Background: an optimization exercise with open tools, aiming at small area and a short achievable clock period. Do not read the settings as production practice. Only simulation tests tie the RTL to the original design; equivalence was not proved. Power figures rest on the tool's default switching activity, not on a simulated workload.

<file path="flow/config.mk">
export PLATFORM = sky130hd
export DESIGN_NAME = systolic_array
export DESIGN_NICKNAME = systolic_array
export VERILOG_FILES = /design/flow/design.v
export SDC_FILE = /design/flow/constraint.sdc
export NUM_CORES = 4
export LEC_CHECK = 0
export CAP_MARGIN = 20
export CORE_MARGIN = 2
export CORE_UTILIZATION = 50
export SLEW_MARGIN = 20
export SYNTH_HIERARCHICAL = 1
export SYNTH_MINIMUM_KEEP_SIZE = 0
</file>
<file path="flow/constraint.sdc">
create_clock -name core_clock -period 10.0 [get_ports {clk}]
set_input_delay 2.0000 -clock core_clock [delete_from_list [all_inputs] [get_ports {clk}]]
set_output_delay 2.0000 -clock core_clock [all_outputs]
set_load 0.01 [all_outputs]
</file>
<file path="flow/design.v">
`timescale 1ns/100ps
module mac_unit (
    input         clk,
    input         clr,
    input  [7:0]  xn,
    input  [7:0]  wn,
    output [23:0] acc
);
reg [15:0] acc_lo;
reg [7:0]  acc_hi;
reg        cy;
wire [7:0] u;
assign u[0] = 1'b1;
genvar k;
generate for (k = 1; k < 8; k = k + 1) begin : inc
    assign u[k] = &acc_hi[k-1:0];
end endgenerate
wire [7:0] hi = acc_hi ^ (u & {8{cy}});
assign acc = {hi, acc_lo};
wire pp0_0 = ~(xn[0] | wn[0]);
wire pp0_1 = ~(xn[0] | wn[1]);
wire pp0_2 = ~(xn[0] | wn[2]);
wire pp0_3 = ~(xn[0] | wn[3]);
wire pp0_4 = ~(xn[0] | wn[4]);
wire pp0_5 = ~(xn[0] | wn[5]);
wire pp0_6 = ~(xn[0] | wn[6]);
wire pp0_7 = ~(xn[0] | wn[7]);
wire pp1_0 = ~(xn[1] | wn[0]);
wire pp1_1 = ~(xn[1] | wn[1]);
wire pp1_2 = ~(xn[1] | wn[2]);
wire pp1_3 = ~(xn[1] | wn[3]);
wire pp1_4 = ~(xn[1] | wn[4]);
wire pp1_5 = ~(xn[1] | wn[5]);
wire pp1_6 = ~(xn[1] | wn[6]);
wire pp1_7 = ~(xn[1] | wn[7]);
wire pp2_0 = ~(xn[2] | wn[0]);
wire pp2_1 = ~(xn[2] | wn[1]);
wire pp2_2 = ~(xn[2] | wn[2]);
wire pp2_3 = ~(xn[2] | wn[3]);
wire pp2_4 = ~(xn[2] | wn[4]);
wire pp2_5 = ~(xn[2] | wn[5]);
wire pp2_6 = ~(xn[2] | wn[6]);
wire pp2_7 = ~(xn[2] | wn[7]);
wire pp3_0 = ~(xn[3] | wn[0]);
wire pp3_1 = ~(xn[3] | wn[1]);
wire pp3_2 = ~(xn[3] | wn[2]);
wire pp3_3 = ~(xn[3] | wn[3]);
wire pp3_4 = ~(xn[3] | wn[4]);
wire pp3_5 = ~(xn[3] | wn[5]);
wire pp3_6 = ~(xn[3] | wn[6]);
wire pp3_7 = ~(xn[3] | wn[7]);
wire pp4_0 = ~(xn[4] | wn[0]);
wire pp4_1 = ~(xn[4] | wn[1]);
wire pp4_2 = ~(xn[4] | wn[2]);
wire pp4_3 = ~(xn[4] | wn[3]);
wire pp4_4 = ~(xn[4] | wn[4]);
wire pp4_5 = ~(xn[4] | wn[5]);
wire pp4_6 = ~(xn[4] | wn[6]);
wire pp4_7 = ~(xn[4] | wn[7]);
wire pp5_0 = ~(xn[5] | wn[0]);
wire pp5_1 = ~(xn[5] | wn[1]);
wire pp5_2 = ~(xn[5] | wn[2]);
wire pp5_3 = ~(xn[5] | wn[3]);
wire pp5_4 = ~(xn[5] | wn[4]);
wire pp5_5 = ~(xn[5] | wn[5]);
wire pp5_6 = ~(xn[5] | wn[6]);
wire pp5_7 = ~(xn[5] | wn[7]);
wire pp6_0 = ~(xn[6] | wn[0]);
wire pp6_1 = ~(xn[6] | wn[1]);
wire pp6_2 = ~(xn[6] | wn[2]);
wire pp6_3 = ~(xn[6] | wn[3]);
wire pp6_4 = ~(xn[6] | wn[4]);
wire pp6_5 = ~(xn[6] | wn[5]);
wire pp6_6 = ~(xn[6] | wn[6]);
wire pp6_7 = ~(xn[6] | wn[7]);
wire pp7_0 = ~(xn[7] | wn[0]);
wire pp7_1 = ~(xn[7] | wn[1]);
wire pp7_2 = ~(xn[7] | wn[2]);
wire pp7_3 = ~(xn[7] | wn[3]);
wire pp7_4 = ~(xn[7] | wn[4]);
wire pp7_5 = ~(xn[7] | wn[5]);
wire pp7_6 = ~(xn[7] | wn[6]);
wire pp7_7 = ~(xn[7] | wn[7]);
wire hs0, hc0;
ha_cell ha0 (acc_lo[5], pp0_5, hs0, hc0);
wire fs0, fc0;
fa_cell fa0 (acc_lo[6], pp0_6, pp1_5, fs0, fc0);
wire hs1, hc1;
ha_cell ha1 (pp2_4, pp3_3, hs1, hc1);
wire fs1, fc1;
fa_cell fa1 (acc_lo[7], pp0_7, pp1_6, fs1, fc1);
wire fs2, fc2;
fa_cell fa2 (pp2_5, pp3_4, pp4_3, fs2, fc2);
wire hs2, hc2;
ha_cell ha2 (pp5_2, pp6_1, hs2, hc2);
wire fs3, fc3;
fa_cell fa3 (acc_lo[8], pp1_7, pp2_6, fs3, fc3);
wire fs4, fc4;
fa_cell fa4 (pp3_5, pp4_4, pp5_3, fs4, fc4);
wire hs3, hc3;
ha_cell ha3 (pp6_2, pp7_1, hs3, hc3);
wire fs5, fc5;
fa_cell fa5 (acc_lo[9], pp2_7, pp3_6, fs5, fc5);
wire fs6, fc6;
fa_cell fa6 (pp4_5, pp5_4, pp6_3, fs6, fc6);
wire fs7, fc7;
fa_cell fa7 (acc_lo[10], pp3_7, pp4_6, fs7, fc7);
wire hs4, hc4;
ha_cell ha4 (acc_lo[3], pp0_3, hs4, hc4);
wire fs8, fc8;
fa_cell fa8 (acc_lo[4], pp0_4, pp1_3, fs8, fc8);
wire hs5, hc5;
ha_cell ha5 (pp2_2, pp3_1, hs5, hc5);
wire fs9, fc9;
fa_cell fa9 (pp1_4, pp2_3, pp3_2, fs9, fc9);
wire fs10, fc10;
fa_cell fa10 (pp4_1, pp5_0, hs0, fs10, fc10);
wire fs11, fc11;
fa_cell fa11 (pp4_2, pp5_1, pp6_0, fs11, fc11);
wire fs12, fc12;
fa_cell fa12 (hc0, hs1, fs0, fs12, fc12);
wire fs13, fc13;
fa_cell fa13 (pp7_0, hc1, hs2, fs13, fc13);
wire fs14, fc14;
fa_cell fa14 (fc0, fs1, fs2, fs14, fc14);
wire fs15, fc15;
fa_cell fa15 (hc2, hs3, fc1, fs15, fc15);
wire fs16, fc16;
fa_cell fa16 (fc2, fs3, fs4, fs16, fc16);
wire fs17, fc17;
fa_cell fa17 (pp7_2, hc3, fc3, fs17, fc17);
wire fs18, fc18;
fa_cell fa18 (fc4, fs5, fs6, fs18, fc18);
wire fs19, fc19;
fa_cell fa19 (pp5_5, pp6_4, pp7_3, fs19, fc19);
wire fs20, fc20;
fa_cell fa20 (fc5, fc6, fs7, fs20, fc20);
wire fs21, fc21;
fa_cell fa21 (acc_lo[11], pp4_7, pp5_6, fs21, fc21);
wire fs22, fc22;
fa_cell fa22 (pp6_5, pp7_4, fc7, fs22, fc22);
wire fs23, fc23;
fa_cell fa23 (acc_lo[12], pp5_7, pp6_6, fs23, fc23);
wire hs6, hc6;
ha_cell ha6 (acc_lo[2], pp0_2, hs6, hc6);
wire fs24, fc24;
fa_cell fa24 (pp1_2, pp2_1, pp3_0, fs24, fc24);
wire fs25, fc25;
fa_cell fa25 (pp4_0, hc4, hs5, fs25, fc25);
wire fs26, fc26;
fa_cell fa26 (hc5, fc8, fs9, fs26, fc26);
wire fs27, fc27;
fa_cell fa27 (fc9, fs11, fc10, fs27, fc27);
wire fs28, fc28;
fa_cell fa28 (fc11, fs13, fc12, fs28, fc28);
wire fs29, fc29;
fa_cell fa29 (fc13, fc14, fs15, fs29, fc29);
wire fs30, fc30;
fa_cell fa30 (fc15, fc16, fs17, fs30, fc30);
wire fs31, fc31;
fa_cell fa31 (fs19, fc17, fc18, fs31, fc31);
wire fs32, fc32;
fa_cell fa32 (fc19, fs21, fc20, fs32, fc32);
wire fs33, fc33;
fa_cell fa33 (pp7_5, fc21, fs23, fs33, fc33);
wire fs34, fc34;
fa_cell fa34 (acc_lo[13], pp6_7, pp7_6, fs34, fc34);
wire hs7, hc7;
ha_cell ha7 (acc_lo[1], pp0_1, hs7, hc7);
wire fs35, fc35;
fa_cell fa35 (pp1_1, pp2_0, hs6, fs35, fc35);
wire fs36, fc36;
fa_cell fa36 (hc6, hs4, fs24, fs36, fc36);
wire fs37, fc37;
fa_cell fa37 (fc24, fs8, fs25, fs37, fc37);
wire fs38, fc38;
fa_cell fa38 (fc25, fs10, fs26, fs38, fc38);
wire fs39, fc39;
fa_cell fa39 (fc26, fs12, fs27, fs39, fc39);
wire fs40, fc40;
fa_cell fa40 (fs14, fc27, fs28, fs40, fc40);
wire fs41, fc41;
fa_cell fa41 (fs16, fc28, fs29, fs41, fc41);
wire fs42, fc42;
fa_cell fa42 (fs18, fc29, fs30, fs42, fc42);
wire fs43, fc43;
fa_cell fa43 (fs20, fc30, fs31, fs43, fc43);
wire fs44, fc44;
fa_cell fa44 (fs22, fc31, fs32, fs44, fc44);
wire fs45, fc45;
fa_cell fa45 (fc22, fs33, fc32, fs45, fc45);
wire fs46, fc46;
fa_cell fa46 (fc23, fs34, fc33, fs46, fc46);
wire fs47, fc47;
fa_cell fa47 (acc_lo[14], pp7_7, fc34, fs47, fc47);
wire sumg0 = acc_lo[0] & pp0_0;
wire sump0 = acc_lo[0] ^ pp0_0;
wire sumg1 = pp1_0 & hs7;
wire sump1 = pp1_0 ^ hs7;
wire sumg2 = hc7 & fs35;
wire sump2 = hc7 ^ fs35;
wire sumg3 = fc35 & fs36;
wire sump3 = fc35 ^ fs36;
wire sumg4 = fc36 & fs37;
wire sump4 = fc36 ^ fs37;
wire sumg5 = fc37 & fs38;
wire sump5 = fc37 ^ fs38;
wire sumg6 = fc38 & fs39;
wire sump6 = fc38 ^ fs39;
wire sumg7 = fc39 & fs40;
wire sump7 = fc39 ^ fs40;
wire sumg8 = fc40 & fs41;
wire sump8 = fc40 ^ fs41;
wire sumg9 = fc41 & fs42;
wire sump9 = fc41 ^ fs42;
wire sumg10 = fc42 & fs43;
wire sump10 = fc42 ^ fs43;
wire sumg11 = fc43 & fs44;
wire sump11 = fc43 ^ fs44;
wire sumg12 = fc44 & fs45;
wire sump12 = fc44 ^ fs45;
wire sumg13 = fs46 & fc45;
wire sump13 = fs46 ^ fc45;
wire sumg14 = fs47 & fc46;
wire sump14 = fs47 ^ fc46;
wire sumg15 = acc_lo[15] & fc47;
wire sump15 = acc_lo[15] ^ fc47;
wire sumG0 = sumg1 | (sump1 & sumg0);
wire sumP0 = sump1 & sump0;
wire sumG1 = sumg3 | (sump3 & sumg2);
wire sumP1 = sump3 & sump2;
wire sumG2 = sumg5 | (sump5 & sumg4);
wire sumP2 = sump5 & sump4;
wire sumG3 = sumg7 | (sump7 & sumg6);
wire sumP3 = sump7 & sump6;
wire sumG4 = sumg9 | (sump9 & sumg8);
wire sumP4 = sump9 & sump8;
wire sumG5 = sumg11 | (sump11 & sumg10);
wire sumP5 = sump11 & sump10;
wire sumG6 = sumg13 | (sump13 & sumg12);
wire sumP6 = sump13 & sump12;
wire sumG7 = sumg15 | (sump15 & sumg14);
wire sumP7 = sump15 & sump14;
wire sumG8 = sumg2 | (sump2 & sumG0);
wire sumP8 = sump2 & sumP0;
wire sumG9 = sumG1 | (sumP1 & sumG0);
wire sumP9 = sumP1 & sumP0;
wire sumG10 = sumg6 | (sump6 & sumG2);
wire sumP10 = sump6 & sumP2;
wire sumG11 = sumG3 | (sumP3 & sumG2);
wire sumP11 = sumP3 & sumP2;
wire sumG12 = sumg10 | (sump10 & sumG4);
wire sumP12 = sump10 & sumP4;
wire sumG13 = sumG5 | (sumP5 & sumG4);
wire sumP13 = sumP5 & sumP4;
wire sumG14 = sumg14 | (sump14 & sumG6);
wire sumP14 = sump14 & sumP6;
wire sumG15 = sumG7 | (sumP7 & sumG6);
wire sumP15 = sumP7 & sumP6;
wire sumG16 = sumg4 | (sump4 & sumG9);
wire sumP16 = sump4 & sumP9;
wire sumG17 = sumG2 | (sumP2 & sumG9);
wire sumP17 = sumP2 & sumP9;
wire sumG18 = sumG10 | (sumP10 & sumG9);
wire sumP18 = sumP10 & sumP9;
wire sumG19 = sumG11 | (sumP11 & sumG9);
wire sumP19 = sumP11 & sumP9;
wire sumG20 = sumg12 | (sump12 & sumG13);
wire sumP20 = sump12 & sumP13;
wire sumG21 = sumG6 | (sumP6 & sumG13);
wire sumP21 = sumP6 & sumP13;
wire sumG22 = sumG14 | (sumP14 & sumG13);
wire sumP22 = sumP14 & sumP13;
wire sumG23 = sumG15 | (sumP15 & sumG13);
wire sumP23 = sumP15 & sumP13;
wire sumG24 = sumg8 | (sump8 & sumG19);
wire sumP24 = sump8 & sumP19;
wire sumG25 = sumG4 | (sumP4 & sumG19);
wire sumP25 = sumP4 & sumP19;
wire sumG26 = sumG12 | (sumP12 & sumG19);
wire sumP26 = sumP12 & sumP19;
wire sumG27 = sumG13 | (sumP13 & sumG19);
wire sumP27 = sumP13 & sumP19;
wire sumG28 = sumG20 | (sumP20 & sumG19);
wire sumP28 = sumP20 & sumP19;
wire sumG29 = sumG21 | (sumP21 & sumG19);
wire sumP29 = sumP21 & sumP19;
wire sumG30 = sumG22 | (sumP22 & sumG19);
wire sumP30 = sumP22 & sumP19;
wire sumG31 = sumG23 | (sumP23 & sumG19);
wire sumP31 = sumP23 & sumP19;
wire [16:0] sum = {sumG31, sump15 ^ sumG30, sump14 ^ sumG29, sump13 ^ sumG28, sump12 ^ sumG27, sump11 ^ sumG26, sump10 ^ sumG25, sump9 ^ sumG24, sump8 ^ sumG19, sump7 ^ sumG18, sump6 ^ sumG17, sump5 ^ sumG16, sump4 ^ sumG9, sump3 ^ sumG8, sump2 ^ sumG0, sump1 ^ sumg0, sump0};
always @(posedge clk) begin
    if (clr) begin
        acc_lo <= 16'd0;
        acc_hi <= 8'd0;
        cy     <= 1'b0;
    end else begin
        acc_lo <= sum[15:0];
        acc_hi <= hi;
        cy     <= sum[16];
    end
end
endmodule
module mac_unit0 (
    input         clk,
    input         clr,
    input  [7:0]  x,
    input  [7:0]  w,
    output [23:0] sum
);
wire [23:0] acc = sum;
reg r_sumg0, r_sump0, r_sumG0, r_sumP0, r_sumG12, r_sumP12, r_sumG13, r_sumP13, r_sumG24, r_sumP24, r_sumG25, r_sumP25, r_sumG26, r_sumP26, r_sumG27, r_sumP27, r_sumg8, r_sump8, r_sumG4, r_sumP4, r_sumG16, r_sumP16, r_sumG17, r_sumP17, r_sumG28, r_sumP28, r_sumG29, r_sumP29, r_sumG30, r_sumP30, r_sumG31, r_sumP31, r_acc16, r_sumP8, r_sumP20, r_sumP21, r_sumP32, r_sumP33, r_sumP34, r_sumP35, r_sump1, r_sump2, r_sump3, r_sump4, r_sump5, r_sump6, r_sump7, r_sump9, r_sump10, r_sump11, r_sump12, r_sump13, r_sump14, r_sump15, r_acc17, r_acc18, r_acc19, r_acc20, r_acc21, r_acc22, r_acc23;
wire pp0_0 = x[0] & w[0];
wire pp0_1 = x[0] & w[1];
wire pp0_2 = x[0] & w[2];
wire pp0_3 = x[0] & w[3];
wire pp0_4 = x[0] & w[4];
wire pp0_5 = x[0] & w[5];
wire pp0_6 = x[0] & w[6];
wire pp0_7 = x[0] & w[7];
wire pp1_0 = x[1] & w[0];
wire pp1_1 = x[1] & w[1];
wire pp1_2 = x[1] & w[2];
wire pp1_3 = x[1] & w[3];
wire pp1_4 = x[1] & w[4];
wire pp1_5 = x[1] & w[5];
wire pp1_6 = x[1] & w[6];
wire pp1_7 = x[1] & w[7];
wire pp2_0 = x[2] & w[0];
wire pp2_1 = x[2] & w[1];
wire pp2_2 = x[2] & w[2];
wire pp2_3 = x[2] & w[3];
wire pp2_4 = x[2] & w[4];
wire pp2_5 = x[2] & w[5];
wire pp2_6 = x[2] & w[6];
wire pp2_7 = x[2] & w[7];
wire pp3_0 = x[3] & w[0];
wire pp3_1 = x[3] & w[1];
wire pp3_2 = x[3] & w[2];
wire pp3_3 = x[3] & w[3];
wire pp3_4 = x[3] & w[4];
wire pp3_5 = x[3] & w[5];
wire pp3_6 = x[3] & w[6];
wire pp3_7 = x[3] & w[7];
wire pp4_0 = x[4] & w[0];
wire pp4_1 = x[4] & w[1];
wire pp4_2 = x[4] & w[2];
wire pp4_3 = x[4] & w[3];
wire pp4_4 = x[4] & w[4];
wire pp4_5 = x[4] & w[5];
wire pp4_6 = x[4] & w[6];
wire pp4_7 = x[4] & w[7];
wire pp5_0 = x[5] & w[0];
wire pp5_1 = x[5] & w[1];
wire pp5_2 = x[5] & w[2];
wire pp5_3 = x[5] & w[3];
wire pp5_4 = x[5] & w[4];
wire pp5_5 = x[5] & w[5];
wire pp5_6 = x[5] & w[6];
wire pp5_7 = x[5] & w[7];
wire pp6_0 = x[6] & w[0];
wire pp6_1 = x[6] & w[1];
wire pp6_2 = x[6] & w[2];
wire pp6_3 = x[6] & w[3];
wire pp6_4 = x[6] & w[4];
wire pp6_5 = x[6] & w[5];
wire pp6_6 = x[6] & w[6];
wire pp6_7 = x[6] & w[7];
wire pp7_0 = x[7] & w[0];
wire pp7_1 = x[7] & w[1];
wire pp7_2 = x[7] & w[2];
wire pp7_3 = x[7] & w[3];
wire pp7_4 = x[7] & w[4];
wire pp7_5 = x[7] & w[5];
wire pp7_6 = x[7] & w[6];
wire pp7_7 = x[7] & w[7];
wire hs0, hc0;
ha_cell ha0 (acc[5], pp0_5, hs0, hc0);
wire fs0, fc0;
fa_cell fa0 (acc[6], pp0_6, pp1_5, fs0, fc0);
wire hs1, hc1;
ha_cell ha1 (pp2_4, pp3_3, hs1, hc1);
wire fs1, fc1;
fa_cell fa1 (acc[7], pp0_7, pp1_6, fs1, fc1);
wire fs2, fc2;
fa_cell fa2 (pp2_5, pp3_4, pp4_3, fs2, fc2);
wire hs2, hc2;
ha_cell ha2 (pp5_2, pp6_1, hs2, hc2);
wire fs3, fc3;
fa_cell fa3 (acc[8], pp1_7, pp2_6, fs3, fc3);
wire fs4, fc4;
fa_cell fa4 (pp3_5, pp4_4, pp5_3, fs4, fc4);
wire hs3, hc3;
ha_cell ha3 (pp6_2, pp7_1, hs3, hc3);
wire fs5, fc5;
fa_cell fa5 (acc[9], pp2_7, pp3_6, fs5, fc5);
wire fs6, fc6;
fa_cell fa6 (pp4_5, pp5_4, pp6_3, fs6, fc6);
wire fs7, fc7;
fa_cell fa7 (acc[10], pp3_7, pp4_6, fs7, fc7);
wire hs4, hc4;
ha_cell ha4 (acc[3], pp0_3, hs4, hc4);
wire fs8, fc8;
fa_cell fa8 (acc[4], pp0_4, pp1_3, fs8, fc8);
wire hs5, hc5;
ha_cell ha5 (pp2_2, pp3_1, hs5, hc5);
wire fs9, fc9;
fa_cell fa9 (pp1_4, pp2_3, pp3_2, fs9, fc9);
wire fs10, fc10;
fa_cell fa10 (pp4_1, pp5_0, hs0, fs10, fc10);
wire fs11, fc11;
fa_cell fa11 (pp4_2, pp5_1, pp6_0, fs11, fc11);
wire fs12, fc12;
fa_cell fa12 (hc0, hs1, fs0, fs12, fc12);
wire fs13, fc13;
fa_cell fa13 (pp7_0, hc1, hs2, fs13, fc13);
wire fs14, fc14;
fa_cell fa14 (fc0, fs1, fs2, fs14, fc14);
wire fs15, fc15;
fa_cell fa15 (hc2, hs3, fc1, fs15, fc15);
wire fs16, fc16;
fa_cell fa16 (fc2, fs3, fs4, fs16, fc16);
wire fs17, fc17;
fa_cell fa17 (pp7_2, hc3, fc3, fs17, fc17);
wire fs18, fc18;
fa_cell fa18 (fc4, fs5, fs6, fs18, fc18);
wire fs19, fc19;
fa_cell fa19 (pp5_5, pp6_4, pp7_3, fs19, fc19);
wire fs20, fc20;
fa_cell fa20 (fc5, fc6, fs7, fs20, fc20);
wire fs21, fc21;
fa_cell fa21 (acc[11], pp4_7, pp5_6, fs21, fc21);
wire fs22, fc22;
fa_cell fa22 (pp6_5, pp7_4, fc7, fs22, fc22);
wire fs23, fc23;
fa_cell fa23 (acc[12], pp5_7, pp6_6, fs23, fc23);
wire hs6, hc6;
ha_cell ha6 (acc[2], pp0_2, hs6, hc6);
wire fs24, fc24;
fa_cell fa24 (pp1_2, pp2_1, pp3_0, fs24, fc24);
wire fs25, fc25;
fa_cell fa25 (pp4_0, hc4, hs5, fs25, fc25);
wire fs26, fc26;
fa_cell fa26 (hc5, fc8, fs9, fs26, fc26);
wire fs27, fc27;
fa_cell fa27 (fc9, fs11, fc10, fs27, fc27);
wire fs28, fc28;
fa_cell fa28 (fc11, fs13, fc12, fs28, fc28);
wire fs29, fc29;
fa_cell fa29 (fc13, fc14, fs15, fs29, fc29);
wire fs30, fc30;
fa_cell fa30 (fc15, fc16, fs17, fs30, fc30);
wire fs31, fc31;
fa_cell fa31 (fs19, fc17, fc18, fs31, fc31);
wire fs32, fc32;
fa_cell fa32 (fc19, fs21, fc20, fs32, fc32);
wire fs33, fc33;
fa_cell fa33 (pp7_5, fc21, fs23, fs33, fc33);
wire fs34, fc34;
fa_cell fa34 (acc[13], pp6_7, pp7_6, fs34, fc34);
wire hs7, hc7;
ha_cell ha7 (acc[1], pp0_1, hs7, hc7);
wire fs35, fc35;
fa_cell fa35 (pp1_1, pp2_0, hs6, fs35, fc35);
wire fs36, fc36;
fa_cell fa36 (hc6, hs4, fs24, fs36, fc36);
wire fs37, fc37;
fa_cell fa37 (fc24, fs8, fs25, fs37, fc37);
wire fs38, fc38;
fa_cell fa38 (fc25, fs10, fs26, fs38, fc38);
wire fs39, fc39;
fa_cell fa39 (fc26, fs12, fs27, fs39, fc39);
wire fs40, fc40;
fa_cell fa40 (fs14, fc27, fs28, fs40, fc40);
wire fs41, fc41;
fa_cell fa41 (fs16, fc28, fs29, fs41, fc41);
wire fs42, fc42;
fa_cell fa42 (fs18, fc29, fs30, fs42, fc42);
wire fs43, fc43;
fa_cell fa43 (fs20, fc30, fs31, fs43, fc43);
wire fs44, fc44;
fa_cell fa44 (fs22, fc31, fs32, fs44, fc44);
wire fs45, fc45;
fa_cell fa45 (fc22, fs33, fc32, fs45, fc45);
wire fs46, fc46;
fa_cell fa46 (fc23, fs34, fc33, fs46, fc46);
wire fs47, fc47;
fa_cell fa47 (acc[14], pp7_7, fc34, fs47, fc47);
wire sumg0 = acc[0] & pp0_0;
wire sump0 = acc[0] ^ pp0_0;
wire sumg1 = pp1_0 & hs7;
wire sump1 = pp1_0 ^ hs7;
wire sumg2 = hc7 & fs35;
wire sump2 = hc7 ^ fs35;
wire sumg3 = fc35 & fs36;
wire sump3 = fc35 ^ fs36;
wire sumg4 = fc36 & fs37;
wire sump4 = fc36 ^ fs37;
wire sumg5 = fc37 & fs38;
wire sump5 = fc37 ^ fs38;
wire sumg6 = fc38 & fs39;
wire sump6 = fc38 ^ fs39;
wire sumg7 = fc39 & fs40;
wire sump7 = fc39 ^ fs40;
wire sumg8 = fc40 & fs41;
wire sump8 = fc40 ^ fs41;
wire sumg9 = fc41 & fs42;
wire sump9 = fc41 ^ fs42;
wire sumg10 = fc42 & fs43;
wire sump10 = fc42 ^ fs43;
wire sumg11 = fc43 & fs44;
wire sump11 = fc43 ^ fs44;
wire sumg12 = fc44 & fs45;
wire sump12 = fc44 ^ fs45;
wire sumg13 = fs46 & fc45;
wire sump13 = fs46 ^ fc45;
wire sumg14 = fs47 & fc46;
wire sump14 = fs47 ^ fc46;
wire sumg15 = acc[15] & fc47;
wire sump15 = acc[15] ^ fc47;
wire sumG0 = sumg1 | (sump1 & sumg0);
wire sumP0 = sump1 & sump0;
wire sumG1 = sumg3 | (sump3 & sumg2);
wire sumP1 = sump3 & sump2;
wire sumG2 = sumg5 | (sump5 & sumg4);
wire sumP2 = sump5 & sump4;
wire sumG3 = sumg7 | (sump7 & sumg6);
wire sumP3 = sump7 & sump6;
wire sumG4 = sumg9 | (sump9 & sumg8);
wire sumP4 = sump9 & sump8;
wire sumG5 = sumg11 | (sump11 & sumg10);
wire sumP5 = sump11 & sump10;
wire sumG6 = sumg13 | (sump13 & sumg12);
wire sumP6 = sump13 & sump12;
wire sumG7 = sumg15 | (sump15 & sumg14);
wire sumP7 = sump15 & sump14;
wire sumP8 = acc[17] & acc[16];
wire sumP9 = acc[19] & acc[18];
wire sumP10 = acc[21] & acc[20];
wire sumP11 = acc[23] & acc[22];
wire sumG12 = sumg2 | (sump2 & sumG0);
wire sumP12 = sump2 & sumP0;
wire sumG13 = sumG1 | (sumP1 & sumG0);
wire sumP13 = sumP1 & sumP0;
wire sumG14 = sumg6 | (sump6 & sumG2);
wire sumP14 = sump6 & sumP2;
wire sumG15 = sumG3 | (sumP3 & sumG2);
wire sumP15 = sumP3 & sumP2;
wire sumG16 = sumg10 | (sump10 & sumG4);
wire sumP16 = sump10 & sumP4;
wire sumG17 = sumG5 | (sumP5 & sumG4);
wire sumP17 = sumP5 & sumP4;
wire sumG18 = sumg14 | (sump14 & sumG6);
wire sumP18 = sump14 & sumP6;
wire sumG19 = sumG7 | (sumP7 & sumG6);
wire sumP19 = sumP7 & sumP6;
wire sumP20 = acc[18] & sumP8;
wire sumP21 = sumP9 & sumP8;
wire sumP22 = acc[22] & sumP10;
wire sumP23 = sumP11 & sumP10;
wire sumG24 = sumg4 | (sump4 & sumG13);
wire sumP24 = sump4 & sumP13;
wire sumG25 = sumG2 | (sumP2 & sumG13);
wire sumP25 = sumP2 & sumP13;
wire sumG26 = sumG14 | (sumP14 & sumG13);
wire sumP26 = sumP14 & sumP13;
wire sumG27 = sumG15 | (sumP15 & sumG13);
wire sumP27 = sumP15 & sumP13;
wire sumG28 = sumg12 | (sump12 & sumG17);
wire sumP28 = sump12 & sumP17;
wire sumG29 = sumG6 | (sumP6 & sumG17);
wire sumP29 = sumP6 & sumP17;
wire sumG30 = sumG18 | (sumP18 & sumG17);
wire sumP30 = sumP18 & sumP17;
wire sumG31 = sumG19 | (sumP19 & sumG17);
wire sumP31 = sumP19 & sumP17;
wire sumP32 = acc[20] & sumP21;
wire sumP33 = sumP10 & sumP21;
wire sumP34 = sumP22 & sumP21;
wire sumP35 = sumP23 & sumP21;
always @(posedge clk) begin
    if (clr) begin
        r_sumg0 <= 1'b0;
        r_sump0 <= 1'b0;
        r_sumG0 <= 1'b0;
        r_sumP0 <= 1'b0;
        r_sumG12 <= 1'b0;
        r_sumP12 <= 1'b0;
        r_sumG13 <= 1'b0;
        r_sumP13 <= 1'b0;
        r_sumG24 <= 1'b0;
        r_sumP24 <= 1'b0;
        r_sumG25 <= 1'b0;
        r_sumP25 <= 1'b0;
        r_sumG26 <= 1'b0;
        r_sumP26 <= 1'b0;
        r_sumG27 <= 1'b0;
        r_sumP27 <= 1'b0;
        r_sumg8 <= 1'b0;
        r_sump8 <= 1'b0;
        r_sumG4 <= 1'b0;
        r_sumP4 <= 1'b0;
        r_sumG16 <= 1'b0;
        r_sumP16 <= 1'b0;
        r_sumG17 <= 1'b0;
        r_sumP17 <= 1'b0;
        r_sumG28 <= 1'b0;
        r_sumP28 <= 1'b0;
        r_sumG29 <= 1'b0;
        r_sumP29 <= 1'b0;
        r_sumG30 <= 1'b0;
        r_sumP30 <= 1'b0;
        r_sumG31 <= 1'b0;
        r_sumP31 <= 1'b0;
        r_acc16 <= 1'b0;
        r_sumP8 <= 1'b0;
        r_sumP20 <= 1'b0;
        r_sumP21 <= 1'b0;
        r_sumP32 <= 1'b0;
        r_sumP33 <= 1'b0;
        r_sumP34 <= 1'b0;
        r_sumP35 <= 1'b0;
        r_sump1 <= 1'b0;
        r_sump2 <= 1'b0;
        r_sump3 <= 1'b0;
        r_sump4 <= 1'b0;
        r_sump5 <= 1'b0;
        r_sump6 <= 1'b0;
        r_sump7 <= 1'b0;
        r_sump9 <= 1'b0;
        r_sump10 <= 1'b0;
        r_sump11 <= 1'b0;
        r_sump12 <= 1'b0;
        r_sump13 <= 1'b0;
        r_sump14 <= 1'b0;
        r_sump15 <= 1'b0;
        r_acc17 <= 1'b0;
        r_acc18 <= 1'b0;
        r_acc19 <= 1'b0;
        r_acc20 <= 1'b0;
        r_acc21 <= 1'b0;
        r_acc22 <= 1'b0;
        r_acc23 <= 1'b0;
    end else begin
        r_sumg0 <= sumg0;
        r_sump0 <= sump0;
        r_sumG0 <= sumG0;
        r_sumP0 <= sumP0;
        r_sumG12 <= sumG12;
        r_sumP12 <= sumP12;
        r_sumG13 <= sumG13;
        r_sumP13 <= sumP13;
        r_sumG24 <= sumG24;
        r_sumP24 <= sumP24;
        r_sumG25 <= sumG25;
        r_sumP25 <= sumP25;
        r_sumG26 <= sumG26;
        r_sumP26 <= sumP26;
        r_sumG27 <= sumG27;
        r_sumP27 <= sumP27;
        r_sumg8 <= sumg8;
        r_sump8 <= sump8;
        r_sumG4 <= sumG4;
        r_sumP4 <= sumP4;
        r_sumG16 <= sumG16;
        r_sumP16 <= sumP16;
        r_sumG17 <= sumG17;
        r_sumP17 <= sumP17;
        r_sumG28 <= sumG28;
        r_sumP28 <= sumP28;
        r_sumG29 <= sumG29;
        r_sumP29 <= sumP29;
        r_sumG30 <= sumG30;
        r_sumP30 <= sumP30;
        r_sumG31 <= sumG31;
        r_sumP31 <= sumP31;
        r_acc16 <= acc[16];
        r_sumP8 <= sumP8;
        r_sumP20 <= sumP20;
        r_sumP21 <= sumP21;
        r_sumP32 <= sumP32;
        r_sumP33 <= sumP33;
        r_sumP34 <= sumP34;
        r_sumP35 <= sumP35;
        r_sump1 <= sump1;
        r_sump2 <= sump2;
        r_sump3 <= sump3;
        r_sump4 <= sump4;
        r_sump5 <= sump5;
        r_sump6 <= sump6;
        r_sump7 <= sump7;
        r_sump9 <= sump9;
        r_sump10 <= sump10;
        r_sump11 <= sump11;
        r_sump12 <= sump12;
        r_sump13 <= sump13;
        r_sump14 <= sump14;
        r_sump15 <= sump15;
        r_acc17 <= acc[17];
        r_acc18 <= acc[18];
        r_acc19 <= acc[19];
        r_acc20 <= acc[20];
        r_acc21 <= acc[21];
        r_acc22 <= acc[22];
        r_acc23 <= acc[23];
    end
end
wire sumG36 = r_sumg8 | (r_sump8 & r_sumG27);
wire sumP36 = r_sump8 & r_sumP27;
wire sumG37 = r_sumG4 | (r_sumP4 & r_sumG27);
wire sumP37 = r_sumP4 & r_sumP27;
wire sumG38 = r_sumG16 | (r_sumP16 & r_sumG27);
wire sumP38 = r_sumP16 & r_sumP27;
wire sumG39 = r_sumG17 | (r_sumP17 & r_sumG27);
wire sumP39 = r_sumP17 & r_sumP27;
wire sumG40 = r_sumG28 | (r_sumP28 & r_sumG27);
wire sumP40 = r_sumP28 & r_sumP27;
wire sumG41 = r_sumG29 | (r_sumP29 & r_sumG27);
wire sumP41 = r_sumP29 & r_sumP27;
wire sumG42 = r_sumG30 | (r_sumP30 & r_sumG27);
wire sumP42 = r_sumP30 & r_sumP27;
wire sumG43 = r_sumG31 | (r_sumP31 & r_sumG27);
wire sumP43 = r_sumP31 & r_sumP27;
wire sumG44 = r_acc16 & sumG43;
wire sumP44 = r_acc16 & sumP43;
wire sumG45 = r_sumP8 & sumG43;
wire sumP45 = r_sumP8 & sumP43;
wire sumG46 = r_sumP20 & sumG43;
wire sumP46 = r_sumP20 & sumP43;
wire sumG47 = r_sumP21 & sumG43;
wire sumP47 = r_sumP21 & sumP43;
wire sumG48 = r_sumP32 & sumG43;
wire sumP48 = r_sumP32 & sumP43;
wire sumG49 = r_sumP33 & sumG43;
wire sumP49 = r_sumP33 & sumP43;
wire sumG50 = r_sumP34 & sumG43;
wire sumP50 = r_sumP34 & sumP43;
wire sumG51 = r_sumP35 & sumG43;
wire sumP51 = r_sumP35 & sumP43;
assign sum = {r_acc23 ^ sumG50, r_acc22 ^ sumG49, r_acc21 ^ sumG48, r_acc20 ^ sumG47, r_acc19 ^ sumG46, r_acc18 ^ sumG45, r_acc17 ^ sumG44, r_acc16 ^ sumG43, r_sump15 ^ sumG42, r_sump14 ^ sumG41, r_sump13 ^ sumG40, r_sump12 ^ sumG39, r_sump11 ^ sumG38, r_sump10 ^ sumG37, r_sump9 ^ sumG36, r_sump8 ^ r_sumG27, r_sump7 ^ r_sumG26, r_sump6 ^ r_sumG25, r_sump5 ^ r_sumG24, r_sump4 ^ r_sumG13, r_sump3 ^ r_sumG12, r_sump2 ^ r_sumG0, r_sump1 ^ r_sumg0, r_sump0};
endmodule
module fa_cell (input a, input b, input c, output s, output co);
assign s = a ^ b ^ c;
assign co = (a & b) | (a & c) | (b & c);
endmodule
module ha_cell (input a, input b, output s, output co);
assign s = a ^ b;
assign co = a & b;
endmodule
`timescale 1ns/100ps
module systolic_array #(
    parameter NUM_ROW = 8,
    parameter NUM_COL = 8,
    parameter IN_WORD_SIZE = 8,
    parameter OUT_WORD_SIZE = 24
)(
    input                                           clk,
    input                                           rst,
    input      [NUM_COL*IN_WORD_SIZE-1:0]           top_inputs,
    input      [NUM_ROW*IN_WORD_SIZE-1:0]           left_inputs,
    output reg                                      compute_done,
    output reg [OUT_WORD_SIZE-1:0]                  cycles_count,
    output     [0:OUT_WORD_SIZE*NUM_ROW*NUM_COL-1]  pe_register_vals
);
localparam W = IN_WORD_SIZE;
localparam ND = NUM_ROW + NUM_COL - 2;    
always @(posedge clk) begin
    if (rst)
        cycles_count <= 0;
    else
        cycles_count <= cycles_count + 1;
end
always @(posedge clk) begin
    if (rst)
        compute_done <= 1'b0;
    else if (cycles_count == 22)
        compute_done <= 1'b1;
end
reg [ND-1:0] rst_hist;
always @(posedge clk)
    rst_hist <= {rst_hist[ND-2:0] | {(ND-1){rst}}, rst};
wire [ND:0] clr = {rst_hist | {ND{rst}}, rst};
genvar i, j;
generate
for (i = 0; i < NUM_ROW; i = i + 1) begin : row
    localparam N = i + NUM_COL - 1;
    reg  [W*N-1:0] dl;
    wire [W*(N+1)-1:0] st = {dl, ~left_inputs[W*i +: W]};
    always @(posedge clk)
        dl <= st[W*N-1:0];
end
for (j = 0; j < NUM_COL; j = j + 1) begin : col
    localparam N = j + NUM_ROW - 1;
    reg  [W*N-1:0] dl;
    wire [W*(N+1)-1:0] st = {dl, ~top_inputs[W*j +: W]};
    always @(posedge clk)
        dl <= st[W*N-1:0];
end
for (i = 0; i < NUM_ROW; i = i + 1) begin : pr
    for (j = 0; j < NUM_COL; j = j + 1) begin : pc
        if (i + j == 0) begin : g0
            mac_unit0 pe (
                .clk (clk),
                .clr (clr[0]),
                .x   (left_inputs[0 +: W]),
                .w   (top_inputs[0 +: W]),
                .sum (pe_register_vals[0 +: OUT_WORD_SIZE])
            );
        end else begin : g
            mac_unit pe (
                .clk (clk),
                .clr (clr[i+j]),
                .xn  (row[i].st[W*(i+j) +: W]),
                .wn  (col[j].st[W*(i+j) +: W]),
                .acc (pe_register_vals[OUT_WORD_SIZE*(NUM_COL*i+j) +: OUT_WORD_SIZE])
            );
        end
    end
end
endgenerate
endmodule
</file>
<file path="flow/flow/run.sh">
#!/bin/bash
set -euo pipefail
cd "$(dirname "$0")/.."
bash standard.sh "BUFFER_PORTS_ARGS=-buffer_cell sky130_fd_sc_hd__buf_1" \
    SETUP_SLACK_MARGIN=6 TNS_END_PERCENT=5 finish > orfs_make.log 2>&1
</file>
<file path="flow/standard.sh">
#!/bin/bash
# synth_recipe.tcl (not shown) runs the flow's synth.tcl, then flattens the netlist and writes it again
# the make line also repeats each setting of config.mk as NAME=value (left out here)
make -C /OpenROAD-flow-scripts/flow DESIGN_CONFIG=/design/flow/config.mk WORK_HOME=/design/flow/orfs CLKGATE_MAP_FILE= SYNTH_SCRIPT=/design/flow/synth_recipe.tcl "${@:-finish}"
</file>
==> out/metrics.csv, run 1 <==
stage,metric,value,unit
sta,timing.final.hold_violations,0,
layout,final_cells,25900,
worst_setup_path,critical_path_buf_inv_count,1,
placement,place_hpwl,466000,µm
layout,areaGrowthSynthToFinish,13.5,%
cts,clk_transition_reported_paths,0.07,ns
synthesis,synth.area.top_cells,"sky130_fd_sc_hd__fa_1 32%, sky130_fd_sc_hd__dfxtp_1 29%, sky130_fd_sc_hd__ha_1 9.4%",
layout,final_net_count,25100,
placement,placed_cells,25100,
cts,clock_sink_count,3011,
cts,cts_buffers,350,
power_and_ir_drop,power_leakage,105,nW
grt,grt_pass1_vias,144000,
synthesis,synth.distinct_cells,58,
detailed_routing,routed_wire_length_per_instance,22.5,µm
die,initial_core_util,50.1,%
die,die_w,644,µm
grt,wire_length_of_the_first_global_routing_pass,892000,µm
worst_setup_path,critical_path.startpoint_type,register,
outcome,outcome,no timing/DRC/antenna violations,
placement,portBuffers,1690,
die,design.portCount,1691,
grt,grt_max_degree,129,
sta,setup_total_negative_slack,0,ns
synthesis,synth-warning-count,9,
die,core-area,409000,µm²
sta,relSlewSlack,31.7,%
worst_setup_path,cpPeakStageDelay,0.40,ns
worst_setup_path,crit_type,reg2out,
power_and_ir_drop,pwr-share-seq,29.3,%
placement,finalWeightedCongestion,0.908,
detailed_routing,detail_route.first_pass.iterations,5,
grt,grt_antenna_before_repair,10,
cts,cts_buffer_depth,4,
cts,cts.root.buffer_cell,sky130_fd_sc_hd__clkbuf_16,
worst_setup_path,endpoint_kind,output pin,
detailed_routing,drt.antenna.violating_nets,0,
sta,finalWorstPathRequiredPeriod,4.39,ns
sta,maxSlewViolCount,0,
detailed_routing,detail_route.vias_per_cell,5.31,
synthesis,yosys_register_bits,3011,
die,die_height,644,µm
power_and_ir_drop,vdd_drop_max,184,µV
power_and_ir_drop,switching_share_of_power,35.9,%
die,die_area,415000,µm²
flow_run,max_cap_violation_count,0,
worst_setup_path,worstPathCellList,nand3_4 > nor2_4 > and3_4 > nand2_2 > xnor2_2 > buf_2,
cts,h_tree_depth_reported_by_cts,5,
grt,globalRouteTotalUtil,28.0,%
cts,cts_tree,yes,
worst_setup_path,timing.critical_path.max_delay_family,simple AND/OR/NAND/NOR gates,
synthesis,synthFlopType,sky130_fd_sc_hd__dfxtp_1,
sta,post-route-period-util,43.9,%
sta,fin_skew,0.0306,ns
min_path,hold_class,reg2reg,
synthesis,synth.top_cell.area_share,32.5,%
die,core.rowCount,235,
cts,worstSkewPairLatency,0.96,ns
detailed_routing,detailroute.via_count,138000,
sta,grt_setup_unrepaired,true,
synthesis,ys_seq_area_share,29.4,%
synthesis,async_reset_ff_share,0,%
synthesis,synth_top_cell_by_area,sky130_fd_sc_hd__fa_1,
synthesis,synthesized_net_count,24100,
detailed_routing,dr.first_iter.drc_count,7681,
worst_setup_path,cpMaxStageDelayCell,sky130_fd_sc_hd__dfxtp_4,
sta,fmax,228,MHz
power_and_ir_drop,power.density_cell_area,197,nW/µm²
power_and_ir_drop,power.share.combinational,41.0,%
synthesis,count_of_flip_flops_with_a_built_in_enable_after_synthesis,0,
synthesis,synthesis.area,205000,µm²
sta,setup_viol,0,
power_and_ir_drop,int_power,0.0294,W
synthesis,syn_inst,19100,
sta,worstMarginPinSlew,1.02,ns
grt,global_route.overflow_total,0,
detailed_routing,drt_drc_violations_left,0,
power_and_ir_drop,total_switching_power,0.0164,W
layout,fraction_of_layout_cells_with_a_size_suffix_above_1,12.3,%
synthesis,syn_area_per_cell,10.7,µm²
worst_setup_path,arrival,2.39,ns
worst_setup_path,crit_fanout,3,
worst_setup_path,worst-endpoint-required,8.00,ns
power_and_ir_drop,clockPowerShare,29.7,%
detailed_routing,routed_wl,582000,µm
power by group through the flow:
stage | sequential (W) | combinational (W) | clock [W]
3_5_place_dp | 0.0137 | 0.0178 | 0
3_3_place_gp | 0.0137 | 0.0176 | 0
4_1_cts | 0.0134 | 0.0180 | 0.0139
6_report | 0.0134 | 0.0188 | 0.0136
2_1_floorplan | 0.0130 | 0.0148 | 0
5_1_grt | 0.0135 | 0.0212 | 0.0143
state kept, by name, summed over array words and instances (netlist names), 14 cells and up:
signal,flops
rst_hist,14
col.dl,672
pr.pc.g.pe.cy,63
pr.pc.g.pe.acc_lo,1008
pr.pc.g.pe.acc_hi,504
cycles_count,24
row.dl,672
path summary, 6_finish.rpt:
check | to | from | depth (start not counted) | slack (ns)
max | pe_register_vals[265] | pr[1].pc[3].g.pe.cy | 6 | 5.61
min | col[7].dl[50] | col[7].dl[42] | 0 | 0.31
max reg2reg | pr[7].pc[1].g.pe.acc_lo[14] | row[7].dl[60] | 12 | 5.68
min reg2reg | col[7].dl[50] | col[7].dl[42] | 0 | 0.31
per-stage QoR:
step / utilization, % / hold WS, ns / worst slack [ns] / area, µm² / power, W
6_report: 56.8 / 0.306 / 5.61 / 232000 / 0.0458
2_1_floorplan: - / 0.310 / 5.06 / 205000 / 0.0278
3_5_place_dp: 52.3 / 0.312 / 4.54 / 214000 / 0.0315
4_1_cts: 55.7 / 0.309 / 5.45 / 228000 / 0.0453
3_3_place_gp: 52.3 / 0.310 / 4.57 / 214000 / 0.0313
5_1_grt: 56.8 / 0.314 / 5.48 / 232000 / 0.0491
per-layer routing:
layer / track usage, % / share of wire [%] / vias up
met5: 0 / 0.0050 / -
met4: 14.4 / 6.1 / 4
met3: 5.14 / 5.7 / 882
met2: 46.9 / 48 / 3437
met1: 34.7 / 40 / 70600
li1: - / - / 62800
cell usage after synthesis (all sizes together) (64+ instances only):
library cell,n
o22ai,64
a21o,316
buf,71
nand3,261
nor2b,909
a21oi,274
nand2,399
nor3b,126
nand2b,127
fa,3324
inv,523
and2,67
nor2,4890
a221oi,64
dfxtp,3011
and3,194
or4b,64
xor2,267
clkbuf,1139
o21ai,137
mux2,127
ha,1540
xnor2,645
or2,140
and4,65
kinds of logic after synthesis:
| logic type | after synthesis | share of synthesized area (%) |
|---|---|---|
| DFF | 3011 | 29.4 |
| buffers and inverters | 1734 | 3.20 |
| muxes | 190 | 1.01 |
| xor gates and xnor gates | 912 | 3.90 |
| AOI/OAI and AO/OA | 1055 | 4.24 |
| adders and majority gates | 4864 | 41.9 |
| and+or+nand+nor | 7336 | 16.3 |
placed cells by master, fill, tap and decap left out, types with 115 or more instances in the layout:
cell	synthesis	final
sky130_fd_sc_hd__a21o_1	252	252
sky130_fd_sc_hd__nand3_1	261	175
sky130_fd_sc_hd__xnor2_1	645	568
sky130_fd_sc_hd__or2_2	140	128
sky130_fd_sc_hd__xor2_1	267	261
sky130_fd_sc_hd__nand2_1	399	379
sky130_fd_sc_hd__clkbuf_16	0	355
sky130_fd_sc_hd__o21ai_0	136	115
sky130_fd_sc_hd__buf_1	65	1587
sky130_fd_sc_hd__a21oi_1	273	256
sky130_fd_sc_hd__nor2_1	4890	4755
sky130_fd_sc_hd__nor3b_1	126	126
sky130_fd_sc_hd__fa_1	3324	3274
sky130_fd_sc_hd__nor2b_1	909	908
sky130_fd_sc_hd__dfxtp_1	3011	2519
sky130_fd_sc_hd__ha_1	1540	1508
sky130_fd_sc_hd__dfxtp_4	0	163
sky130_fd_sc_hd__and3_1	194	131
sky130_fd_sc_hd__buf_4	1	203
sky130_fd_sc_hd__inv_1	521	521
sky130_fd_sc_hd__dfxtp_2	0	329
modules after synthesis (local to each module, per instance):
module          copies in the design  flops+latches
ha_cell                          512              0
systolic_array                     1           1383
fa_cell                         3072              0
mac_unit0                          1             53
mac_unit                          63             25
worst register-to-register path: cells and delay by family (launching register included):
family / cells / cell delay, ns
flip-flops: 1 / 0.61
multiplexers: 1 / 0.34
adder cells (fa/ha/maj): 5 / 2.25
AO/OA/AOI/OAI: 3 / 0.72
AND/OR/NAND/NOR: 3 / 0.28
cell type report:
| type | instances | area [µm²] |
|---|---|---|
| Tap cell | 5451 | 6820 |
| Multi-Input combinational cell | 14400 | 142000 |
| Clock inverter | 186 | 2460 |
| Sequential cell | 3011 | 61300 |
| Fill cell | 35200 | 176000 |
| Clock buffer | 461 | 9810 |
| Timing Repair Buffer | 1903 | 8340 |
| Inverter | 524 | 1970 |
| Antenna cell | 7 | 17.5 |
repair_timing:
action,4_1_cts,5_1_grt
endpoints found under the setup margin,923,980
setup buffers,58,133
cloned,0,1
gates resized for setup,375,1206
pin swaps,113,222
hold endpoints to repair,0,0
hold buffers,0,0
==> run 2, diff against run 1 <==
--- a/flow/design.v
+++ b/flow/design.v
@@ -11,4 +11,3 @@
 reg        cy;
-wire [7:0] u;
-assign u[0] = 1'b1;
+wire [7:0] u, t;
 genvar k;
@@ -16,4 +15,7 @@
     assign u[k] = &acc_hi[k-1:0];
+    nand2_cell tn (cy, u[k], t[k]);
 end endgenerate
-wire [7:0] hi = acc_hi ^ (u & {8{cy}});
+assign u[0] = 1'b1;
+assign t[0] = ~cy;
+wire [7:0] hi = ~(acc_hi ^ t);
 assign acc = {hi, acc_lo};
@@ -195,99 +197,191 @@
 fa_cell fa47 (acc_lo[14], pp7_7, fc34, fs47, fc47);
-wire sumg0 = acc_lo[0] & pp0_0;
-wire sump0 = acc_lo[0] ^ pp0_0;
-wire sumg1 = pp1_0 & hs7;
-wire sump1 = pp1_0 ^ hs7;
-wire sumg2 = hc7 & fs35;
-wire sump2 = hc7 ^ fs35;
-wire sumg3 = fc35 & fs36;
-wire sump3 = fc35 ^ fs36;
-wire sumg4 = fc36 & fs37;
-wire sump4 = fc36 ^ fs37;
-wire sumg5 = fc37 & fs38;
-wire sump5 = fc37 ^ fs38;
-wire sumg6 = fc38 & fs39;
-wire sump6 = fc38 ^ fs39;
-wire sumg7 = fc39 & fs40;
-wire sump7 = fc39 ^ fs40;
-wire sumg8 = fc40 & fs41;
-wire sump8 = fc40 ^ fs41;
-wire sumg9 = fc41 & fs42;
-wire sump9 = fc41 ^ fs42;
-wire sumg10 = fc42 & fs43;
-wire sump10 = fc42 ^ fs43;
-wire sumg11 = fc43 & fs44;
-wire sump11 = fc43 ^ fs44;
-wire sumg12 = fc44 & fs45;
-wire sump12 = fc44 ^ fs45;
-wire sumg13 = fs46 & fc45;
-wire sump13 = fs46 ^ fc45;
-wire sumg14 = fs47 & fc46;
-wire sump14 = fs47 ^ fc46;
-wire sumg15 = acc_lo[15] & fc47;
-wire sump15 = acc_lo[15] ^ fc47;
-wire sumG0 = sumg1 | (sump1 & sumg0);
-wire sumP0 = sump1 & sump0;
-wire sumG1 = sumg3 | (sump3 & sumg2);
-wire sumP1 = sump3 & sump2;
-wire sumG2 = sumg5 | (sump5 & sumg4);
-wire sumP2 = sump5 & sump4;
-wire sumG3 = sumg7 | (sump7 & sumg6);
-wire sumP3 = sump7 & sump6;
-wire sumG4 = sumg9 | (sump9 & sumg8);
-wire sumP4 = sump9 & sump8;
-wire sumG5 = sumg11 | (sump11 & sumg10);
-wire sumP5 = sump11 & sump10;
-wire sumG6 = sumg13 | (sump13 & sumg12);
-wire sumP6 = sump13 & sump12;
-wire sumG7 = sumg15 | (sump15 & sumg14);
-wire sumP7 = sump15 & sump14;
-wire sumG8 = sumg2 | (sump2 & sumG0);
-wire sumP8 = sump2 & sumP0;
-wire sumG9 = sumG1 | (sumP1 & sumG0);
-wire sumP9 = sumP1 & sumP0;
-wire sumG10 = sumg6 | (sump6 & sumG2);
-wire sumP10 = sump6 & sumP2;
-wire sumG11 = sumG3 | (sumP3 & sumG2);
-wire sumP11 = sumP3 & sumP2;
-wire sumG12 = sumg10 | (sump10 & sumG4);
-wire sumP12 = sump10 & sumP4;
-wire sumG13 = sumG5 | (sumP5 & sumG4);
-wire sumP13 = sumP5 & sumP4;
-wire sumG14 = sumg14 | (sump14 & sumG6);
-wire sumP14 = sump14 & sumP6;
-wire sumG15 = sumG7 | (sumP7 & sumG6);
-wire sumP15 = sumP7 & sumP6;
-wire sumG16 = sumg4 | (sump4 & sumG9);
-wire sumP16 = sump4 & sumP9;
-wire sumG17 = sumG2 | (sumP2 & sumG9);
-wire sumP17 = sumP2 & sumP9;
-wire sumG18 = sumG10 | (sumP10 & sumG9);
-wire sumP18 = sumP10 & sumP9;
-wire sumG19 = sumG11 | (sumP11 & sumG9);
-wire sumP19 = sumP11 & sumP9;
-wire sumG20 = sumg12 | (sump12 & sumG13);
-wire sumP20 = sump12 & sumP13;
-wire sumG21 = sumG6 | (sumP6 & sumG13);
-wire sumP21 = sumP6 & sumP13;
-wire sumG22 = sumG14 | (sumP14 & sumG13);
-wire sumP22 = sumP14 & sumP13;
-wire sumG23 = sumG15 | (sumP15 & sumG13);
-wire sumP23 = sumP15 & sumP13;
-wire sumG24 = sumg8 | (sump8 & sumG19);
-wire sumP24 = sump8 & sumP19;
-wire sumG25 = sumG4 | (sumP4 & sumG19);
-wire sumP25 = sumP4 & sumP19;
-wire sumG26 = sumG12 | (sumP12 & sumG19);
-wire sumP26 = sumP12 & sumP19;
-wire sumG27 = sumG13 | (sumP13 & sumG19);
-wire sumP27 = sumP13 & sumP19;
-wire sumG28 = sumG20 | (sumP20 & sumG19);
-wire sumP28 = sumP20 & sumP19;
-wire sumG29 = sumG21 | (sumP21 & sumG19);
-wire sumP29 = sumP21 & sumP19;
-wire sumG30 = sumG22 | (sumP22 & sumG19);
-wire sumP30 = sumP22 & sumP19;
-wire sumG31 = sumG23 | (sumP23 & sumG19);
-wire sumP31 = sumP23 & sumP19;
-wire [16:0] sum = {sumG31, sump15 ^ sumG30, sump14 ^ sumG29, sump13 ^ sumG28, sump12 ^ sumG27, sump11 ^ sumG26, sump10 ^ sumG25, sump9 ^ sumG24, sump8 ^ sumG19, sump7 ^ sumG18, sump6 ^ sumG17, sump5 ^ sumG16, sump4 ^ sumG9, sump3 ^ sumG8, sump2 ^ sumG0, sump1 ^ sumg0, sump0};
+wire sumg0, sump0;
+ha_cell sumha0 (acc_lo[0], pp0_0, sump0, sumg0);
+wire sumg1, sump1;
+ha_cell sumha1 (pp1_0, hs7, sump1, sumg1);
+wire sumg2, sump2;
+ha_cell sumha2 (hc7, fs35, sump2, sumg2);
+wire sumg3, sump3;
+ha_cell sumha3 (fc35, fs36, sump3, sumg3);
+wire sumg4, sump4;
+ha_cell sumha4 (fc36, fs37, sump4, sumg4);
+wire sumg5, sump5;
+ha_cell sumha5 (fc37, fs38, sump5, sumg5);
+wire sumg6, sump6;
+ha_cell sumha6 (fc38, fs39, sump6, sumg6);
+wire sumg7, sump7;
+ha_cell sumha7 (fc39, fs40, sump7, sumg7);
+wire sumg8, sump8;
+ha_cell sumha8 (fc40, fs41, sump8, sumg8);
+wire sumg9, sump9;
+ha_cell sumha9 (fc41, fs42, sump9, sumg9);
+wire sumg10, sump10;
+ha_cell sumha10 (fc42, fs43, sump10, sumg10);
+wire sumg11, sump11;
+ha_cell sumha11 (fc43, fs44, sump11, sumg11);
+wire sumg12, sump12;
+ha_cell sumha12 (fc44, fs45, sump12, sumg12);
+wire sumg13, sump13;
+ha_cell sumha13 (fs46, fc45, sump13, sumg13);
+wire sumg14, sump14;
+ha_cell sumha14 (fs47, fc46, sump14, sumg14);
+wire sumg15, sump15;
+ha_cell sumha15 (acc_lo[15], fc47, sump15, sumg15);
+wire sumn0;
+aoi21_cell sumn0_g (sump1, sumg0, sumg1, sumn0);
+wire sumn1;
+nand2_cell sumn1_p (sump1, sump0, sumn1);
+wire sumn2;
+aoi21_cell sumn2_g (sump3, sumg2, sumg3, sumn2);
+wire sumn3;
+nand2_cell sumn3_p (sump3, sump2, sumn3);
+wire sumn4;
+aoi21_cell sumn4_g (sump5, sumg4, sumg5, sumn4);
+wire sumn5;
+nand2_cell sumn5_p (sump5, sump4, sumn5);
+wire sumn6;
+aoi21_cell sumn6_g (sump7, sumg6, sumg7, sumn6);
+wire sumn7;
+nand2_cell sumn7_p (sump7, sump6, sumn7);
+wire sumn8;
+aoi21_cell sumn8_g (sump9, sumg8, sumg9, sumn8);
+wire sumn9;
+nand2_cell sumn9_p (sump9, sump8, sumn9);
+wire sumn10;
+aoi21_cell sumn10_g (sump11, sumg10, sumg11, sumn10);
+wire sumn11;
+nand2_cell sumn11_p (sump11, sump10, sumn11);
+wire sumn12;
+aoi21_cell sumn12_g (sump13, sumg12, sumg13, sumn12);
+wire sumn13;
+nand2_cell sumn13_p (sump13, sump12, sumn13);
+wire sumn14;
+aoi21_cell sumn14_g (sump15, sumg14, sumg15, sumn14);
+wire sumn15;
+nand2_cell sumn15_p (sump15, sump14, sumn15);
+wire sumn16;
+wire sumn17;
+inv_cell sumn17_i (sumn0, sumn17);
+aoi21_cell sumn16_g (sump2, sumn17, sumg2, sumn16);
+wire sumn18;
+wire sumn19;
+inv_cell sumn19_i (sumn1, sumn19);
+nand2_cell sumn18_p (sump2, sumn19, sumn18);
+wire sumn20;
+oai21_cell sumn20_g (sumn3, sumn0, sumn2, sumn20);
+wire sumn21;
+nor2_cell sumn21_p (sumn3, sumn1, sumn21);
+wire sumn22;
+wire sumn23;
+inv_cell sumn23_i (sumn4, sumn23);
+aoi21_cell sumn22_g (sump6, sumn23, sumg6, sumn22);
+wire sumn24;
+wire sumn25;
+inv_cell sumn25_i (sumn5, sumn25);
+nand2_cell sumn24_p (sump6, sumn25, sumn24);
+wire sumn26;
+oai21_cell sumn26_g (sumn7, sumn4, sumn6, sumn26);
+wire sumn27;
+nor2_cell sumn27_p (sumn7, sumn5, sumn27);
+wire sumn28;
+wire sumn29;
+inv_cell sumn29_i (sumn8, sumn29);
+aoi21_cell sumn28_g (sump10, sumn29, sumg10, sumn28);
+wire sumn30;
+wire sumn31;
+inv_cell sumn31_i (sumn9, sumn31);
+nand2_cell sumn30_p (sump10, sumn31, sumn30);
+wire sumn32;
+oai21_cell sumn32_g (sumn11, sumn8, sumn10, sumn32);
+wire sumn33;
+nor2_cell sumn33_p (sumn11, sumn9, sumn33);
+wire sumn34;
+wire sumn35;
+inv_cell sumn35_i (sumn12, sumn35);
+aoi21_cell sumn34_g (sump14, sumn35, sumg14, sumn34);
+wire sumn36;
+wire sumn37;
+inv_cell sumn37_i (sumn13, sumn37);
+nand2_cell sumn36_p (sump14, sumn37, sumn36);
+wire sumn38;
+oai21_cell sumn38_g (sumn15, sumn12, sumn14, sumn38);
+wire sumn39;
+nor2_cell sumn39_p (sumn15, sumn13, sumn39);
+wire sumn40;
+aoi21_cell sumn40_g (sump4, sumn20, sumg4, sumn40);
+wire sumn41;
+nand2_cell sumn41_p (sump4, sumn21, sumn41);
+wire sumn42;
+wire sumn43;
+inv_cell sumn43_i (sumn20, sumn43);
+oai21_cell sumn42_g (sumn5, sumn43, sumn4, sumn42);
+wire sumn44;
+wire sumn45;
+inv_cell sumn45_i (sumn21, sumn45);
+nor2_cell sumn44_p (sumn5, sumn45, sumn44);
+wire sumn46;
+oai21_cell sumn46_g (sumn24, sumn43, sumn22, sumn46);
+wire sumn47;
+nor2_cell sumn47_p (sumn24, sumn45, sumn47);
+wire sumn48;
+aoi21_cell sumn48_g (sumn27, sumn20, sumn26, sumn48);
+wire sumn49;
+nand2_cell sumn49_p (sumn27, sumn21, sumn49);
+wire sumn50;
+aoi21_cell sumn50_g (sump12, sumn32, sumg12, sumn50);
+wire sumn51;
+nand2_cell sumn51_p (sump12, sumn33, sumn51);
+wire sumn52;
+wire sumn53;
+inv_cell sumn53_i (sumn32, sumn53);
+oai21_cell sumn52_g (sumn13, sumn53, sumn12, sumn52);
+wire sumn54;
+wire sumn55;
+inv_cell sumn55_i (sumn33, sumn55);
+nor2_cell sumn54_p (sumn13, sumn55, sumn54);
+wire sumn56;
+oai21_cell sumn56_g (sumn36, sumn53, sumn34, sumn56);
+wire sumn57;
+nor2_cell sumn57_p (sumn36, sumn55, sumn57);
+wire sumn58;
+aoi21_cell sumn58_g (sumn39, sumn32, sumn38, sumn58);
+wire sumn59;
+nand2_cell sumn59_p (sumn39, sumn33, sumn59);
+wire sumn60;
+wire sumn61;
+inv_cell sumn61_i (sumn48, sumn61);
+aoi21_cell sumn60_g (sump8, sumn61, sumg8, sumn60);
+wire sumn62;
+wire sumn63;
+inv_cell sumn63_i (sumn49, sumn63);
+nand2_cell sumn62_p (sump8, sumn63, sumn62);
+wire sumn64;
+oai21_cell sumn64_g (sumn9, sumn48, sumn8, sumn64);
+wire sumn65;
+nor2_cell sumn65_p (sumn9, sumn49, sumn65);
+wire sumn66;
+oai21_cell sumn66_g (sumn30, sumn48, sumn28, sumn66);
+wire sumn67;
+nor2_cell sumn67_p (sumn30, sumn49, sumn67);
+wire sumn68;
+aoi21_cell sumn68_g (sumn33, sumn61, sumn32, sumn68);
+wire sumn69;
+nand2_cell sumn69_p (sumn33, sumn63, sumn69);
+wire sumn70;
+oai21_cell sumn70_g (sumn51, sumn48, sumn50, sumn70);
+wire sumn71;
+nor2_cell sumn71_p (sumn51, sumn49, sumn71);
+wire sumn72;
+aoi21_cell sumn72_g (sumn54, sumn61, sumn52, sumn72);
+wire sumn73;
+nand2_cell sumn73_p (sumn54, sumn63, sumn73);
+wire sumn74;
+aoi21_cell sumn74_g (sumn57, sumn61, sumn56, sumn74);
+wire sumn75;
+nand2_cell sumn75_p (sumn57, sumn63, sumn75);
+wire sumn76;
+oai21_cell sumn76_g (sumn59, sumn48, sumn58, sumn76);
+wire sumn77;
+nor2_cell sumn77_p (sumn59, sumn49, sumn77);
+wire [16:0] sum = {sumn76, ~(sump15 ^ sumn74), ~(sump14 ^ sumn72), sump13 ^ sumn70, ~(sump12 ^ sumn68), sump11 ^ sumn66, sump10 ^ sumn64, ~(sump9 ^ sumn60), ~(sump8 ^ sumn48), sump7 ^ sumn46, sump6 ^ sumn42, ~(sump5 ^ sumn40), sump4 ^ sumn20, ~(sump3 ^ sumn16), ~(sump2 ^ sumn0), sump1 ^ sumg0, sump0};
 always @(posedge clk) begin
@@ -750,2 +844,17 @@
 endmodule
+module aoi21_cell (input a1, input a2, input b1, output y);
+assign y = ~((a1 & a2) | b1);
+endmodule
+module oai21_cell (input a1, input a2, input b1, output y);
+assign y = ~((a1 | a2) & b1);
+endmodule
+module nand2_cell (input a, input b, output y);
+assign y = ~(a & b);
+endmodule
+module nor2_cell (input a, input b, output y);
+assign y = ~(a | b);
+endmodule
+module inv_cell (input a, output y);
+assign y = ~a;
+endmodule
 `timescale 1ns/100ps
==> run 2 against run 1 <==
Effect of this change:
- clock power barely moved
- critical path depth did not move
- wire length rose by 9.3%
- via count rose by 6.3%
- still clean
- final cell count rose by 7.1%
- sequential share of layout area fell by 0.27 points
- first-iteration DRC count rose by 1.4%
- combinational power rose by 16%
- non-clock buffer count fell by 37
==> out/metrics.csv, run 2 <==
stage,metric,value,unit
outcome,outcome,no timing/DRC/antenna violations,
sta,grt_setup_unrepaired,true,
power_and_ir_drop,int_power,0.0301,W
sta,setup_total_negative_slack,0,ns
worst_setup_path,setup.worst_path.end,pe_register_vals[985],
worst_setup_path,r2r_setup_slack,5.77,ns
synthesis,async_reset_ff_share,0,%
synthesis,count_of_flip_flops_with_a_built_in_enable_after_synthesis,0,
layout,layout.cells.most_common,sky130_fd_sc_hd__nor2_1,
cts,clk_transition_reported_paths,0.07,ns
synthesis,yosys_register_bits,3011,
synthesis,ys_seq_area_share,28.8,%
worst_setup_path,startpoint,pr[5].pc[1].g.pe.acc_hi[3],
worst_setup_path,crit_type,reg2out,
synthesis,synth_adder_area_share,38.6,%
synthesis,post_synth_most_frequent_cells,"5,329 x sky130_fd_sc_hd__nor2_1, 3,072 x sky130_fd_sc_hd__fa_1, 3,011 x sky130_fd_sc_hd__dfxtp_1",
sta,worstMarginPinSlew,1.11,ns
synthesis,synth_xor_area_share,6.19,%
worst_setup_path,crit_fanout,3,
power_and_ir_drop,power_leakage,104,nW
placement,placed_cells,26900,
layout,final_net_count,26700,
min_path,worst_hold_path.num_cells,0,
detailed_routing,drt.antenna.violating_nets,0,
synthesis,synth-warning-count,9,
detailed_routing,routed_wl,636000,µm
placement,finalWeightedCongestion,0.921,
die,die_height,651,µm
cts,cts_buffer_depth,4,
detailed_routing,detail_route.first_pass.iterations,6,
synthesis,synthSimpleGateAreaFrac,15.5,%
detailed_routing,routed_wire_length_per_instance,22.9,µm
detailed_routing,dr.first_iter.drc_count,7792,
sta,fin_skew,0.0428,ns
run 2: kinds of logic (layout without fill, tap and decap cells):
| group | count (synthesis) | in the layout |
|---|---|---|
| xor+xnor | 1479 | 1479 |
| fa+ha+maj | 4612 | 4612 |
| compound gates | 2067 | 2067 |
| buf+inv | 1981 | 3340 |
| flops | 3011 | 3011 |
| other cells | 0 | 19 |
| simple gates | 7713 | 7713 |
run 2: modules after synthesis, one instance, submodules excluded:
module | cells | copies in the design | area (µm²) | flip-flops and latches
systolic_array | 1632 | 1 | 28900 | 1383
fa_cell | 1 | 3072 | 20.0 | 0
inv_cell | 1 | 693 | 3.75 | 0
mac_unit0 | 275 | 1 | 2540 | 53
nand2_cell | 1 | 1197 | 3.75 | 0
mac_unit | 161 | 63 | 1180 | 25
ha_cell | 1 | 1520 | 12.5 | 0
nor2_cell | 1 | 315 | 3.75 | 0
aoi21_cell | 1 | 1260 | 8.76 | 0
oai21_cell | 1 | 756 | 5.00 | 0
run 2: worst min-delay path by stage:
stage	slack, ns	to
floorplan	0.31	col[2].dl[10]
global placement	0.31	col[6].dl[46]
detailed placement	0.31	col[7].dl[37]
CTS	0.30	row[6].dl[44]
global route	0.30	row[6].dl[44]
finish	0.30	row[6].dl[44]
run 2: layout make-up:
cell class | count | area, µm²
Multi-Input combinational cell | 15900 | 144000
Timing Repair Buffer | 1866 | 8120
Sequential cell | 3011 | 61600
Clock inverter | 189 | 2710
Clock buffer | 449 | 9790
Fill cell | 36700 | 181000
Antenna cell | 19 | 47.5
Tap cell | 5497 | 6880
Inverter | 836 | 3140
run 2: worst max-delay path, cell delays in order (launching register included):
cell                      delay [ns]
sky130_fd_sc_hd__dfxtp_2        0.35
sky130_fd_sc_hd__and4_4         0.25
sky130_fd_sc_hd__buf_4          0.11
sky130_fd_sc_hd__and3_4         0.18
sky130_fd_sc_hd__nand2_4        0.06
sky130_fd_sc_hd__xnor2_4        0.24
sky130_fd_sc_hd__buf_6          0.15
run 2: power by group through the flow:
stage	Sequential [W]	Combinational, W	Clock [W]
floorplan	0.0130	0.0173	0
global placement	0.0138	0.0203	0
detailed placement	0.0138	0.0205	0
CTS	0.0135	0.0207	0.0142
global route	0.0136	0.0246	0.0147
finish	0.0135	0.0218	0.0139
run 2: stage by stage:
| stage | setup slack [ns] | area [µm²] | utilization, % | hold slack (ns) | power, W |
|---|---|---|---|---|---|
| final | 5.68 | 236000 | 56.6 | 0.295 | 0.0492 |
| after floorplan | 5.06 | 209000 | - | 0.310 | 0.0303 |
| after CTS | 5.64 | 232000 | 55.8 | 0.303 | 0.0485 |
| after global placement | 4.47 | 218000 | 52.4 | 0.310 | 0.0341 |
| after global routing | 5.60 | 236000 | 56.6 | 0.298 | 0.0528 |
| after detailed placement | 4.54 | 218000 | 52.4 | 0.312 | 0.0343 |
run 2: layer usage:
layer | track usage, % | wire (µm)
met3 | 6.64 | 41300
met5 | 0 | 44
met2 | 50.3 | 307000
met4 | 18.8 | 48600
met1 | 34.6 | 240000
run 2: timing repair:
item | CTS | global route
endpoints found under the setup margin | 936 | 1039
pin swaps | 52 | 58
resized for setup | 354 | 1087
cloned | 0 | 1
setup buffers | 54 | 96
endpoints found under the hold margin | 0 | 0
